This design comes from an exercise in tuning for small area on the open sky130 flow, not from production work.
In this exercise RTL edits were held to simulation tests only and were not proved equivalent to the original.
The clock input has no modelled driver; a real chip could not lean on it and would need a root buffer or a full tree.
Power and IR drop assume default switching activity.

==> v21: inputs <==
==> flow/design.v (excerpt) <==
module tbot(clock, m1_en, reset, m1_dir, m1_led, m1_stepperPins, m2_en, m2_dir, m2_led, m2_stepperPins, machine_on, sig, led);
==> flow/config.mk <==
export PLATFORM = sky130hd
export DESIGN_NAME = tbot
export DESIGN_NICKNAME = tbot
export VERILOG_FILES = /design/flow/design.v
export SDC_FILE = /design/flow/constraint.sdc
export NUM_CORES = 4
export LEC_CHECK = 0
export ABC_AREA = 1
export CAP_MARGIN = 20
export CORE_MARGIN = 2
export CORE_UTILIZATION = 70
export PLACE_DENSITY = 0.8
export SLEW_MARGIN = 20
==> flow/constraint.sdc <==
create_clock -name core_clock -period 10.0 [get_ports {clock}]
set_input_delay 2.0000 -clock core_clock [delete_from_list [all_inputs] [get_ports {clock}]]
set_output_delay 2.0000 -clock core_clock [all_outputs]
set_load 0.01 [all_outputs]
standard.sh (not shown) runs the stock make flow with config.mk's settings and CLKGATE_MAP_FILE= SYNTH_SCRIPT=/design/flow/synth_recipe.tcl, a recipe that flattens the netlist after the stock synthesis.
==> flow/flow/run.sh <==
#!/bin/bash
# Own flow: the standard layout (standard.sh) with changes that only
# affect how the same design is laid out:
#  1. synthesis maps with an area-oriented ABC script (flow/abc_area2.script);
#     everything else in synthesis, flops included, is the standard synthesis.
#  2. port buffers are the minimum-size buffer (every port is still buffered).
#  3. after CTS, the clock tree is rebuilt as CLK_LEAVES buffers fed by the
#     clock port, each driving an equal share of the flops (flow/build_clk.tcl).
# Each tool's output goes to a log file in this folder (and ORFS's own logs).
set -euo pipefail
W=$PWD
export FLOW_FLOW_DIR=$W/flow

# The standard flow's synthesis script, with ABC's script replaced
sed -e "s|^source \$::env(SCRIPTS_DIR)/synth_preamble.tcl\$|&\nset abc_args [lreplace \$abc_args 1 1 $W/flow/abc_area2.script]|" \
    "$FLOW_HOME/scripts/synth.tcl" > "$W/synth_mod.tcl"
grep -q abc_area2 "$W/synth_mod.tcl"
sed -e "s|^source \$::env(SCRIPTS_DIR)/synth.tcl\$|source $W/synth_mod.tcl|" \
    "$W/synth_recipe.tcl" > "$W/my_synth.tcl"
grep -q synth_mod "$W/my_synth.tcl"

export BUFFER_PORTS_ARGS="-buffer_cell sky130_fd_sc_hd__buf_1"
export CTS_ARGS="-sink_clustering_enable -repair_clock_nets -dont_use_dummy_load -buf_list sky130_fd_sc_hd__clkbuf_8"
export POST_CTS_TCL=$W/flow/post_cts.tcl
export CLK_LEAVES=${CLK_LEAVES:-3}
export CLK_LEAF_CELL=${CLK_LEAF_CELL:-sky130_fd_sc_hd__clkbuf_8}

bash standard.sh SYNTH_SCRIPT="$W/my_synth.tcl" finish > "$W/standard.log" 2>&1
==> flow/flow/abc_area2.script <==
strash
dch
amap
topo
==> flow/flow/build_clk.tcl <==
# Replace the clock tree with K leaf buffers driven straight from the clock
# port: the flops are split into K groups by position (balanced, sorted along
# the longer axis of the core), each group driven by one buffer at its centroid.
proc build_clock_tree {k cell} {
  set db [ord::get_db]
  set block [ord::get_db_block]
  set master [$db findMaster $cell]
  if {$master == "NULL"} { error "no master $cell" }
  set clkbt [$block findBTerm clock]
  set clknet [$clkbt getNet]
  # 1. remove any existing buffers in the clock network, moving their sinks up
  set changed 1
  while {$changed} {
    set changed 0
    foreach it [$clknet getITerms] {
      set inst [$it getInst]
      if {![string match clkbuf_* [$inst getName]]} continue
      set out [[$inst findITerm X] getNet]
      foreach s [$out getITerms] {
        if {[$s getInst] == $inst} continue
        $s disconnect
        $s connect $clknet
      }
      odb::dbInst_destroy $inst
      odb::dbNet_destroy $out
      set changed 1
      break
    }
  }
  # 2. the sinks: flip-flop clock pins
  set sinks {}
  foreach it [$clknet getITerms] {
    lappend sinks [list [lindex [$it getAvgXY] 1] [lindex [$it getAvgXY] 2] $it]
  }
  set n [llength $sinks]
  # split into k groups: sort by y, cut into rows of groups, then by x
  set sinks [lsort -real -index 1 $sinks]
  set groups {}
  set per [expr {int(ceil(double($n) / $k))}]
  for {set g 0} {$g < $k} {incr g} {
    lappend groups [lrange $sinks [expr {$g * $per}] [expr {($g + 1) * $per - 1}]]
  }
  set i 0
  foreach grp $groups {
    if {[llength $grp] == 0} continue
    set sx 0; set sy 0
    foreach s $grp { set sx [expr {$sx + [lindex $s 0]}]; set sy [expr {$sy + [lindex $s 1]}] }
    set cx [expr {int($sx / [llength $grp])}]
    set cy [expr {int($sy / [llength $grp])}]
    set inst [odb::dbInst_create $block $master clkbuf_leaf_$i]
    $inst setLocation $cx $cy
    $inst setPlacementStatus PLACED
    set net [odb::dbNet_create $block clknet_leaf_$i]
    $net setSigType CLOCK
    [$inst findITerm A] connect $clknet
    [$inst findITerm X] connect $net
    foreach s $grp {
      set it [lindex $s 2]
      $it disconnect
      $it connect $net
    }
    incr i
  }
  puts "build_clock_tree: $i buffers of $cell for $n sinks"
}
==> flow/flow/post_cts.tcl <==
# POST_CTS hook: replace TritonCTS's tree (an H-tree of 8 leaf buffers plus a
# root for only 60 flops) with a few leaf buffers driven from the clock port.
source $::env(FLOW_FLOW_DIR)/build_clk.tcl
build_clock_tree $::env(CLK_LEAVES) $::env(CLK_LEAF_CELL)
detailed_placement
check_placement -verbose
estimate_parasitics -placement
report_clock_skew
==> inputs of v26, as changes to v21 <==
==> flow/flow/run.sh (replaced) <==
#!/bin/bash
# Own flow: the standard layout, logged to a file.
bash standard.sh > standard.log 2>&1
--- a/flow/config.mk
+++ b/flow/config.mk
@@ -10,4 +10,4 @@
 export CORE_MARGIN = 2
-export CORE_UTILIZATION = 70
-export PLACE_DENSITY = 0.8
+export CORE_UTILIZATION = 40
+export PLACE_DENSITY = 0.6
 export SLEW_MARGIN = 20
removed: flow/flow/abc_area2.script
removed: flow/flow/build_clk.tcl
removed: flow/flow/post_cts.tcl
==> comparison <==
- v21 went through all stages and came out clean. v26 produced a clean layout.
- Worst setup slack: v26 is worse than v21 (100 ps).
- Of v21 and v26, v26 has the higher synthesized cell count (gap about 20%, measured against v26).
- In v21 the fmax is higher than in v26, by 2.7%.
- The clock power of v26 is 2.5 times that of v21.
- In v21 the clock skew is higher than in v26, by 0.55 ps.
- Register-to-register slack: v21 is worse than v26 (760 ps).
The clock cells of v21 come from the design's own scripts or RTL, not from TritonCTS.

[re-timing with driven ports]
The flow's constraints put no driver on any port. The routed layouts listed below were extracted and timed again, unchanged, in two steps. Step 1 assumes that a clkbuf_16 drives the clock port and a buf_2 every other input. Step 2, shift: input delay + t, output delay - t, t = (earliest + latest rising clock arrival at the registers) / 2. This alone moves slack from input paths to output paths. a / b / c = ideal ports / drivers / drivers and shift; a / b = the first two.
| run | shift t [ns] | setup WS [ns] | hold WS [ns] | worst setup path at the end | latest minus earliest clock arrival (ns) |
|---|---|---|---|---|---|
| v21 | 0.204 | 6.176 / 6.191 / 5.987 | 0.389 / 0.389 / 0.389 | input to register | 0.008 / 0.008 |
| v26 | 0.357 | 6.074 / 6.048 / 6.337 | 0.386 / 0.386 / 0.386 | input to register | 0.009 / 0.008 |
After both steps setup and hold are still met in every run listed. The setup slack of v21, which loses most, moves by +0.015 ns with the drivers and by -0.189 ns with both steps.
